This is an optimization exercise on Yosys and OpenROAD, whose aim is small area, a short achievable clock period and few clock cycles, not a production implementation.
The RTL was checked by simulation tests, not by an equivalence proof against the original design.

## flow/design.v (module list and top-level ports; edited modules follow where they fit)
// module Milestone1: 681 lines
// module m1_fa: 3 lines
// module m1_ha: 3 lines
module Milestone1(
		input  logic        CLOCK_50,
		input  logic        Resetn,
		input  logic        start,
		output logic        finish,
		input  logic [15:0] SRAM_read_data,
		output logic [17:0] SRAM_address,
		output logic [15:0] SRAM_write_data,
		output logic        SRAM_we_n
);
  // ...
==> flow/run.sh <==
#!/bin/bash
# synth_recipe.tcl (not shown) runs the flow's synth.tcl, then flattens the netlist and writes it again
# the make line also repeats each setting of config.mk as NAME=value (left out here)
make -C /OpenROAD-flow-scripts/flow DESIGN_CONFIG=/design/flow/config.mk WORK_HOME=/design/flow/orfs CLKGATE_MAP_FILE= SYNTH_SCRIPT=/design/flow/synth_recipe.tcl finish
==> flow/config.mk <==
export PLATFORM = sky130hd
export DESIGN_NAME = Milestone1
export DESIGN_NICKNAME = Milestone1
export VERILOG_FILES = /design/flow/design.v
export SDC_FILE = /design/flow/constraint.sdc
export NUM_CORES = 4
export LEC_CHECK = 0
export CAP_MARGIN = 20
export CORE_MARGIN = 2
export CORE_UTILIZATION = 40
export SLEW_MARGIN = 20
export SYNTH_HIERARCHICAL = 1
export SYNTH_MINIMUM_KEEP_SIZE = 0
==> flow/constraint.sdc <==
create_clock -name core_clock -period 11.5 [get_ports {CLOCK_50}]
set_input_delay 2.3000 -clock core_clock [delete_from_list [all_inputs] [get_ports {CLOCK_50}]]
set_output_delay 2.3000 -clock core_clock [all_outputs]
set_load 0.01 [all_outputs]
==> run notes, run 1 <==
buffer share of cell area=0.02264; IO Pins=55; # setup viols final=0; predominant post-synthesis flop cell=edfxtp_1; syn avg cell area=between 10 and 15 um2; clock sink count=368; biggest regs=wu: 48 flops, wv: 48 flops, SRAM_address: 18 flops; GRT overflow=0; global-route wire length before repair=approximately 90 mm; Synth Area in Simple Gates=0.06913; clk latency of the worst-skew pair=around 600 ps; initial antenna violation count=0; Max Slew Vio Count=0; Reg area=roughly 9400 um2; Final Critical Period=4713 ps; outcome=complete, no violations; post-synth net total=approximately 2,500; Post-synth EDFFs=166; multi-input gates=about 1,400; Place WS=6777 ps; Core Footprint=about 60,000 um2; Synth area leader=fa_1; antenna cell count=0; met1 wire length=25.57 mm; WL met2=26.80 mm; worst setup margin=6787 ps; Final ANT Viol Nets=0; most common cell in the synthesized netlist=fa_1; Total Nets Final=2,582; Hold Vio Cnt, Final=0; Setup crit end=xu[6]; area growth from synthesis to layout=11.97%; largest net degree at the start of global routing=66; mux cell area share after synthesis=0.02525; post-synthesis compound-gate area fraction=0.09813; WP data required=11,840 ps; inverter count=219
Testbench counts, summed over its fixed seeds: cycles 775,684.
==> run 2: changes to the inputs <==
--- a/flow/design.v
+++ b/flow/design.v
@@ -10,17 +10,16 @@
 		output logic [15:0] SRAM_write_data,
 		output logic        SRAM_we_n
 );
 localparam logic [1:0] S_IDLE = 2'd0, S_PRO = 2'd1, S_RUN = 2'd2, S_DONE = 2'd3;
 logic [1:0]  state;
 logic [3:0]  ph;         
 logic [6:0]  kcol;       
 logic [15:0] ya;         
-logic [15:0] ua;         
 logic [16:0] rgb;        
 logic [7:0]  wu [0:5];
 logic [7:0]  wv [0:5];
 logic [7:0]  pu, pv;     
 logic [15:0] yw;         
 logic [9:0]  vo;         
 logic [7:0]  bbuf;       
 wire run   = (state == S_RUN);
@@ -557,42 +556,39 @@
 assign sb_a = {1'b1, csb_148, csb_146, csb_144, csb_142, csb_140, csb_138, csb_136, csb_134, csb_132, csb_130, csb_128};
 assign sb_b = {1'b0, xu[9], csb_147, csb_145, csb_143, csb_141, csb_139, csb_137, csb_135, csb_133, csb_131, csb_129};
 always_ff @(posedge CLOCK_50 or negedge Resetn) begin
 	if (!Resetn) begin
 		state     <= S_IDLE;
 		ph        <= 4'd0;
 		kcol      <= 7'd0;
 		ya        <= 16'd0;
-		ua        <= 16'd38400;
 		rgb       <= 17'h03E00;
 		finish    <= 1'b0;
 		SRAM_we_n <= 1'b1;
 		fsel_v    <= 1'b0;
 	end else begin
 		fsel_v <= (run && (ph == 4'd9 || ph == 4'd2)) || (pro && ph == 4'd7);
 		case (state)
 		S_IDLE: begin
 			if (start) begin
 				state <= S_PRO;
 				ph    <= 4'd0;
 			end
 		end
 		S_PRO: begin
 			ph <= ph + 4'd1;
-			if (ph == 4'd0 || ph == 4'd4) ua <= ua + 16'd1;
 			if (ph == 4'd1) ya <= ya + 16'd1;
 			if (ph == 4'd7) begin
 				state <= S_RUN;
 				ph    <= 4'd0;
 			end
 		end
 		S_RUN: begin
 			ph <= (ph == 4'd9) ? 4'd0 : ph + 4'd1;
-			if (ph == 4'd0 && !edge_dup) ua <= ua + 16'd1;
 			if (ph == 4'd1 || (ph == 4'd2 && kcol != 7'd79)) ya <= ya + 16'd1;
 			if (ph >= 4'd3 && ph <= 4'd8) begin
 				SRAM_we_n <= 1'b0;
 				rgb <= rgb + 17'd1;
 			end else
 				SRAM_we_n <= 1'b1;
 			if (ph == 4'd9) begin
 				if (kcol == 7'd79) begin
@@ -609,29 +605,36 @@
 			end
 		end
 		default: begin
 			SRAM_we_n <= 1'b1;
 		end
 		endcase
 	end
 end
-wire [16:0] va = {1'b0, ua} + 17'd19200;
-logic sel_va, sel_ya, sel_rgb;
+logic sel_v, sel_ya, sel_rgb;
+logic [1:0]  uv_off;
+logic [16:0] uv_addr;
 always_comb begin
-	sel_va  = (state == S_IDLE) || (pro && (ph == 4'd3 || ph == 4'd7)) ||
+	sel_v   = (state == S_IDLE) || (pro && (ph == 4'd3 || ph == 4'd7)) ||
 	          (run && ph == 4'd9);
 	sel_ya  = (pro && ph == 4'd1) || (run && (ph == 4'd1 || ph == 4'd2));
 	sel_rgb = run && ph >= 4'd3 && ph <= 4'd8;
+	if (state == S_IDLE || (pro && ph == 4'd0) || (run && kcol == 7'd79))
+		uv_off = 2'd0;
+	else if (pro && ph <= 4'd4)
+		uv_off = 2'd1;
+	else
+		uv_off = 2'd2;
+	uv_addr = {2'b00, ya[15:1]} + (sel_v ? 17'd57600 : 17'd38400) + {15'd0, uv_off};
 end
 always_ff @(posedge CLOCK_50) begin
 	if (sel_rgb)     SRAM_address <= {1'b1, rgb};
 	else if (sel_ya) SRAM_address <= {2'b00, ya};
-	else if (sel_va) SRAM_address <= {1'b0, va};
-	else             SRAM_address <= {2'b00, ua};
+	else             SRAM_address <= {1'b0, uv_addr};
 end
 logic u_load, u_dup, u_pend, v_load, v_dup, v_pend;
 always_comb begin
 	v_load = (pro && (ph == 4'd2 || ph == 4'd6)) || (run && ph == 4'd2 && !edge_dup);
 	v_dup  = (pro && (ph == 4'd3 || ph == 4'd4)) || (run && edge_dup && (ph == 4'd2 || ph == 4'd5));
 	v_pend = (pro && (ph == 4'd5 || ph == 4'd7)) || (run && ph == 4'd5 && !edge_dup);
 	u_load = (pro && (ph == 4'd3 || ph == 4'd7)) || (run && ph == 4'd3 && !edge_dup);
 	u_dup  = (pro && (ph == 4'd4 || ph == 4'd5)) || (run && edge_dup && (ph == 4'd3 || ph == 4'd5));
==> run 2 against run 1 <==
Fmax fell by 5.0%; cell area decreased by 2.3%; highest routed layer unchanged; final cell count rose by 0.45%; critical path depth decreased by 1.
==> run notes, run 2 <==
clk latency of the worst-skew pair=600 ps (about the same); r2r startpoint=fp1[8] (was fp1[7]); area growth from synthesis to layout=12.46% (was 11.97%); slew margin rel.=0.3614 (was 0.2979); crit path DAT=5250 ps (was 5050 ps); R2R depth=13 (was 14); Final Critical Period=4961 ps (was 4713 ps); RSZ-0062 raised after global routing=false (unchanged); Final Wtd Congestion=0.8619 (was 0.9038); vias=15,000 (was 15,050); Max Cap Viol=0 (unchanged); outcome=complete, no violations (unchanged); startpoint types=flop (unchanged); Die Wd=247.5 um (was 250.9 um); initial antenna violation count=2 (was 0); Layout Skew=63.55 ps (was 40.88 ps); global-route wire length before repair=88.69 mm (was 89.72 mm); fmax=201.6 MHz (was 212.2 MHz); biggest regs=wu: 48 flops, wv: 48 flops, SRAM_address: 18 flops (unchanged); vias in the first global route=15,960 (was 16,060); FP Rows=89 (was 90); synthesized cell area=23,720 um2 (was 24,380 um2); most common cell in the synthesized netlist=fa_1 (unchanged); Setup CP Type=reg2reg (unchanged); Core Footprint=58,800 um2 (was 60,360 um2); Synth area leader=fa_1 (unchanged); CP endpoint kind=flop (unchanged); Min-Delay Path Class=reg2reg (unchanged); synthesis-stage register bit count=352 (was 368); root buffer cell=clkbuf_16 (unchanged); WP data required=11,790 ps (was 11,840 ps); Cell Area, Placed=25,250 um2 (was 25,810 um2); die height=247.5 um (was 250.9 um); vias per cell=5.199 (was 5.240); r2r setup slk=6540 ps (was 6790 ps); die area=61,260 um2 (was 62,940 um2); Post-CTS Setup Inserts=0 (unchanged); Post-Route Setup TNS=0 ps (unchanged); DPL Wire Length=42.31 mm (was 44.09 mm); CTS buffer count=42 (was 43); Port Buf Inserts=54 (unchanged); GRT overflow=0 (unchanged); Starting Density=0.4034 (was 0.4039); CTS Buffer Depth=3 (unchanged); Hold Vio Cnt, Final=0 (unchanged); Slew @ Worst Pin=958.0 ps (was 1042 ps); worst-path maximum fanout=5 (was 6); Yosys warnings=9 (unchanged); GR Util All Layers=0.1870 (was 0.1846); share of post-route cells with drive strength above 1=0.06727 (was 0.07659); Reg2Reg Capture Point=xu[9] (was xu[6]); Total Nets Final=2,608 (was 2,582); Async S/R FF share, synth=0.1392 (was 0.1766); largest net degree at the start of global routing=50 (was 66); predominant post-synthesis flop cell=edfxtp_1 (unchanged); # setup viols final=0 (unchanged); Post-synth EDFFs=166 (unchanged); syn avg cell area=11.87 um2 (was 12.28 um2); clock sink count=352 (was 368); top cell type's share of synthesized area=0.2304 (was 0.2234); hold buffers post-CTS=0 (unchanged); IO Pins=55 (unchanged); WL per Instance=19.09 um (was 19.70 um); Reg clk slew, reported paths=60 ps (about the same); commonest non-fill, non-tap cell in the layout=fa_1 (unchanged); sequential share of the synthesized area=0.3778 (was 0.3842); Yosys cell types=71 (was 81); 1st-iter DRT viols=910 (was 1,044); CP startpoint=fp1[8] (was fp1[7]); H-tree levels=2 (unchanged); antenna cell count=0 (unchanged); Residual DRC=0 (unchanged); Pre-antenna DRT Iters=5 (unchanged); post-synth net total=2,530 (was 2,510); Setup crit end=xu[9] (was xu[6]); top post-synthesis cells by count=fa_1 (273), ha_1 (239), inv_1 (225) (was fa_1 (272), ha_1 (234), inv_1 (219)); Max Slew Vio Count=0 (unchanged); Final Cycle Share=0.4314 (was 0.4098); TritonCTS clock tree=yes (unchanged); cts repair resizes=0 (unchanged); most frequent cells in the layout=fa_1 (273), ha_1 (239), inv_1 (225) (was fa_1 (272), ha_1 (234), inv_1 (219)); Area contributors post-synth=fa_1 (23%), edfxtp_1 (21%), ha_1 (13%) (was fa_1 (22%), edfxtp_1 (20%), ha_1 (12%)); Final ANT Viol Nets=0 (unchanged); Synth Instances=1,999 (was 1,985); Routed WL=55.06 mm (was 56.57 mm); hold depth=2 (was 0); design area=26,680 um2 (was 27,300 um2)
-- run 2: cell count changes after synthesis, moves of 12 or more --
cell / before / now
a21o_1: 24 / 38
nor2_1: 80 / 114
o211ai_1: 24 / 7
a21oi_1: 67 / 93
o21ai_0: 89 / 114
mux2i_1: 21 / 9
nand3_1: 21 / 51
dfrtp_1: 55 / 43
-- run 2: metal layers --
metal  GRT usage  up-vias  routed length (um)
li1            -     7054                   -
met1      0.2533     7545               25080
met2      0.3124      311               26320
met3     0.02833       85                2307
met4     0.05266        0                1352
met5           0        -                   0
-- run 2: metrics by stage --
step / hold slack (ps) / cells / utilization / worst slack (ps)
floorplan: 414.8 / 1999 / - / 6871
finish: 445.8 / 2884 / 0.4537 / 6539
detailed placement: 437.9 / 2806 / 0.4294 / 6555
CTS: 449.0 / 2884 / 0.4535 / 6485
global placement: 437.5 / 2806 / 0.4294 / 6613
global route: 458.8 / 2884 / 0.4537 / 6354
-- run 2: Yosys stat by module, one instance, submodules excluded --
module | flip-flops and latches | times used | area (um2) | cells
m1_ha | 0 | 53 | 12.51 | 1
Milestone1 | 352 | 1 | 17850 | 1686
m1_fa | 0 | 260 | 20.02 | 1
-- run 2: cells by family after synthesis --
group	count (synthesis)	synth area share
DFF	352	0.3778
buffers and inverters	263	0.04167
muxes	42	0.01946
AOI/OAI and AO/OA	357	0.09453
xor gates and xnor gates	92	0.03397
and+or+nand+nor	381	0.07612
adders and majority gates	512	0.3565
-- run 2: worst min-delay path by stage --
stage | start | endpoint | slack [ps]
floorplan | bbuf[2] | SRAM_write_data[10] | 410
global placement | wu[4][0] | wu[3][0] | 440
detailed placement | wv[4][7] | wv[3][7] | 440
CTS | bbuf[3] | SRAM_write_data[11] | 450
global route | wu[5][6] | wu[4][6] | 460
finish | bbuf[3] | SRAM_write_data[11] | 450
-- run 2: worst max-delay path, cell delays in order, from the launching register on --
cell,delay (ps)
dfxtp_1,400
inv_1,70
ha_1,320
fa_1,490
fa_1,460
fa_1,540
fa_1,430
ha_1,370
nand3_1,120
a211oi_1,70
a311oi_4,410
a21oi_2,160
a31o_1,290
or4b_4,520
-- run 2: cell type report --
type	instances	area [um2]
fill	5356	32120
sequential	352	8961
clock inverter	25	286.5
clock buffer	53	1132
inverter	226	848.3
multi-input combinational	1384	13820
tap	773	967.2
timing repair buffer	71	663.1
Testbench counts of run 2, summed over its fixed seeds: cycles 775,684.
==> run 3: changes to the inputs <==
==> flow/flow/run.sh (new file) <==
#!/bin/bash
# Standard layout (unchanged synthesis), with timing repair aiming for a
# setup slack margin so that the achieved period, not just 11.5 ns, is
# optimised.  Each run writes its full output to a log of its own.
set -euo pipefail
bash standard.sh SETUP_SLACK_MARGIN=7.8 finish > standard.log 2>&1
==> flow/standard.sh (new file) <==
#!/bin/bash
# synth_recipe.tcl (not shown) runs the flow's synth.tcl, then flattens the netlist and writes it again
# the make line also repeats each setting of config.mk as NAME=value (left out here)
make -C /OpenROAD-flow-scripts/flow DESIGN_CONFIG=/design/flow/config.mk WORK_HOME=/design/flow/orfs CLKGATE_MAP_FILE= SYNTH_SCRIPT=/design/flow/synth_recipe.tcl "${@:-finish}"
removed: flow/run.sh
==> run 3 against run 2 <==
Still clean; wire length increased by 2.1%; first-iteration DRC count rose by 4.5%; die area did not move; critical path type unchanged; largest cell class unchanged.
==> run notes, run 3 <==
outcome=complete, no violations (unchanged); Reg clk slew, reported paths=60 ps (about the same); Synth Instances=1,999 (unchanged); final hold slack=451.8 ps (was 445.8 ps); biggest regs=wu: 48 flops, wv: 48 flops, SRAM_address: 18 flops (unchanged); Final ANT Viol Nets=0 (unchanged); Hold Vio Cnt, Final=0 (unchanged); RSZ-0062 raised after global routing=true (was false); synthesis-stage register bit count=352 (unchanged); fmax=223.0 MHz (was 201.6 MHz); Yosys cell types=71 (unchanged); Cell Chain, Critical Path=inv_4 -> fa_1 -> fa_1 -> fa_1 -> fa_1 -> ha_4 -> a211o_1 -> a21oi_2 -> a211oi_2 -> a311oi_4 -> a21oi_2 -> a31o_1 -> or4b_4 (was inv_1 -> ha_1 -> fa_1 -> fa_1 -> fa_1 -> fa_1 -> ha_1 -> nand3_1 -> a211oi_1 -> a311oi_4 -> a21oi_2 -> a31o_1 -> or4b_4); post-synth net total=2,530 (unchanged); top cell type's share of synthesized area=0.2304 (unchanged); TritonCTS clock tree=yes (unchanged); antenna cell count=0 (unchanged); crit path DAT=4800 ps (was 5250 ps); Setup CP Type=reg2reg (unchanged); Area contributors post-synth=fa_1 (23%), edfxtp_1 (21%), ha_1 (13%) (unchanged); Async S/R FF share, synth=0.1392 (unchanged); Residual DRC=0 (unchanged); die height=247.5 um (unchanged); CTS Buffer Depth=3 (unchanged); startpoint types=flop (unchanged); Total Nets Final=2,700 (was 2,608); CTS buffer count=42 (unchanged); DPL Wire Length=42.20 mm (was 42.31 mm); Post-Route Setup TNS=0 ps (unchanged); 1st-iter DRT viols=951 (was 910); Max Cap Viol=0 (unchanged); clock sink count=352 (unchanged); Final Cycle Share=0.3899 (was 0.4314); Slew @ Worst Pin=1069 ps (was 958.0 ps); most frequent cells in the layout=fa_1 (259), ha_1 (229), inv_1 (211) (was fa_1 (273), ha_1 (239), inv_1 (225)); GR Util All Layers=0.1882 (was 0.1870); crit-path max cell delay=540 ps (about the same); vias=15,330 (was 15,000); share of post-route cells with drive strength above 1=0.1389 (was 0.06727); # setup viols final=0 (unchanged); synthesized cell area=23,720 um2 (unchanged); commonest non-fill, non-tap cell in the layout=fa_1 (unchanged); sequential share of the synthesized area=0.3778 (unchanged); IO Pins=55 (unchanged); H-tree levels=2 (unchanged); FP Rows=89 (unchanged); vias per cell=5.150 (was 5.199); worst-path maximum fanout=3 (was 5); top post-synthesis cells by count=fa_1 (273), ha_1 (239), inv_1 (225) (unchanged); family with the most delay on the worst path=adder cells (unchanged); vias in the first global route=16,270 (was 15,960); Worst path most repeated cell=fa_1 (unchanged); slew margin rel.=0.2849 (was 0.3614); Synth area leader=fa_1 (unchanged); die area=61,260 um2 (unchanged); predominant post-synthesis flop cell=edfxtp_1 (unchanged); Levels on crit path=13 (unchanged); root buffer cell=clkbuf_16 (unchanged); Die Wd=247.5 um (unchanged); syn avg cell area=11.87 um2 (unchanged); Post-synth EDFFs=166 (unchanged); global-route wire length before repair=89.12 mm (was 88.69 mm); initial antenna violation count=0 (was 2); CP bufs+invs=1 (unchanged); Layout Skew=37.85 ps (was 63.55 ps); Pre-antenna DRT Iters=5 (unchanged); Starting Density=0.4034 (unchanged); Routed WL=56.21 mm (was 55.06 mm); CP max-delay cell=fa_1 (unchanged); Min-Delay Path Class=reg2reg (unchanged); WL per Instance=18.89 um (was 19.09 um); largest net degree at the start of global routing=50 (unchanged); Final Wtd Congestion=0.8477 (was 0.8619); clk latency of the worst-skew pair=600 ps (about the same); Port Buf Inserts=54 (unchanged); most common cell in the synthesized netlist=fa_1 (unchanged); area growth from synthesis to layout=16.94% (was 12.46%); Core Footprint=58,800 um2 (unchanged); GRT overflow=0 (unchanged); WP data required=11,810 ps (was 11,790 ps); Final Critical Period=4484 ps (was 4961 ps); Yosys warnings=9 (unchanged); R2R depth=13 (unchanged); CP endpoint kind=flop (unchanged); hold depth=0 (was 2); hold buffers post-CTS=0 (unchanged); Max Slew Vio Count=0 (unchanged)
==> run 3: per-module statistics from Yosys, one instance, submodules excluded <==
| module | copies in the design | area (um2) |
|---|---|---|
| m1_fa | 260 | 20.02 |
| Milestone1 | 1 | 17850 |
| m1_ha | 53 | 12.51 |
==> run 3: timing repair <==
item | CTS | global route
setup buffers | 52 | 39
gates resized for setup | 72 | 40
pin swaps | 24 | 25
gates cloned | 0 | 1
setup endpoints to repair | 61 | 30
==> run 3: cells by family (layout without fill, tap and decap cells) <==
logic type | Yosys count | in the layout | share of synthesized area
fa+ha+maj | 512 | 512 | 0.3565
simple gates | 381 | 381 | 0.07612
compound gates | 357 | 357 | 0.09453
flops | 352 | 352 | 0.3778
buf+inv | 263 | 467 | 0.04167
xor+xnor | 92 | 92 | 0.03397
mux | 42 | 42 | 0.01946
==> run 3: worst paths after layout <==
| path | slack [ps] | from | end |
|---|---|---|---|
| worst max register to register | 7020 | fp1[6] | xu[9] |
| max in group asynchronous | 9200 | Resetn | ya[8] |
| worst min-delay path | 450 | wu[5][6] | wu[4][6] |
| worst max-delay path | 7020 | fp1[6] | xu[9] |
| min in group asynchronous | 1820 | Resetn | ph[1] |
| worst min register to register | 450 | wu[5][6] | wu[4][6] |
==> run 3: routing by layer <==
layer	GRT usage	up-vias	part of all wire
li1	-	7227	-
met1	0.2511	7642	0.45
met2	0.3160	363	0.48
met3	0.02941	95	0.049
met4	0.05759	0	0.027
met5	0	-	0
==> run 3: cell type report <==
type / count / area [um2]
tap: 773 / 967.2
inverter: 226 / 884.6
timing repair buffer: 163 / 1408
multi-input combinational: 1384 / 14110
clock buffer: 56 / 1186
clock inverter: 22 / 206.4
sequential: 352 / 8974
fill: 5329 / 31060
==> run 3: metrics by stage <==
step | cells | instance area, um2 | util | setup slack, ps
2_1_floorplan | 1999 | 23860 | - | 7119
3_3_place_gp | 2805 | 25360 | 0.4314 | 6849
3_5_place_dp | 2806 | 25370 | 0.4315 | 6843
4_1_cts | 2936 | 27250 | 0.4634 | 6989
5_1_grt | 2976 | 27740 | 0.4718 | 6904
6_report | 2976 | 27740 | 0.4718 | 7016

-- re-timing with driven ports --
How much do the figures lean on ideal ports? The routed layouts below were timed once more, with nothing changed but the port constraints. Step 1, drivers: a clkbuf_16 drives CLOCK_50 and a buf_2 each remaining input, both assumed. Step 2 adds t to the input delays and takes it off the output delays; t is the mean of the earliest and latest rising clock arrival at the registers after step 1. Input paths then give back, and output paths get back, about the clock's delay inside the block. Three values: ideal, step 1, step 2; two values: the first two.
| run | t (ns) | setup slack, ns | slew at the worst register clock pin (ns) | worst data-port slew with drivers (ns) |
|---|---|---|---|---|
| run 1 | 0.638 | 6.787 / 6.787 / 6.787 | 0.06 / 0.06 | 0.05 |
| run 2 | 0.631 | 6.539 / 6.539 / 6.539 | 0.07 / 0.07 | 0.04 |
| run 3 | 0.642 | 7.016 / 7.016 / 7.016 | 0.07 / 0.07 | 0.04 |
After both steps every run listed still meets setup and hold.
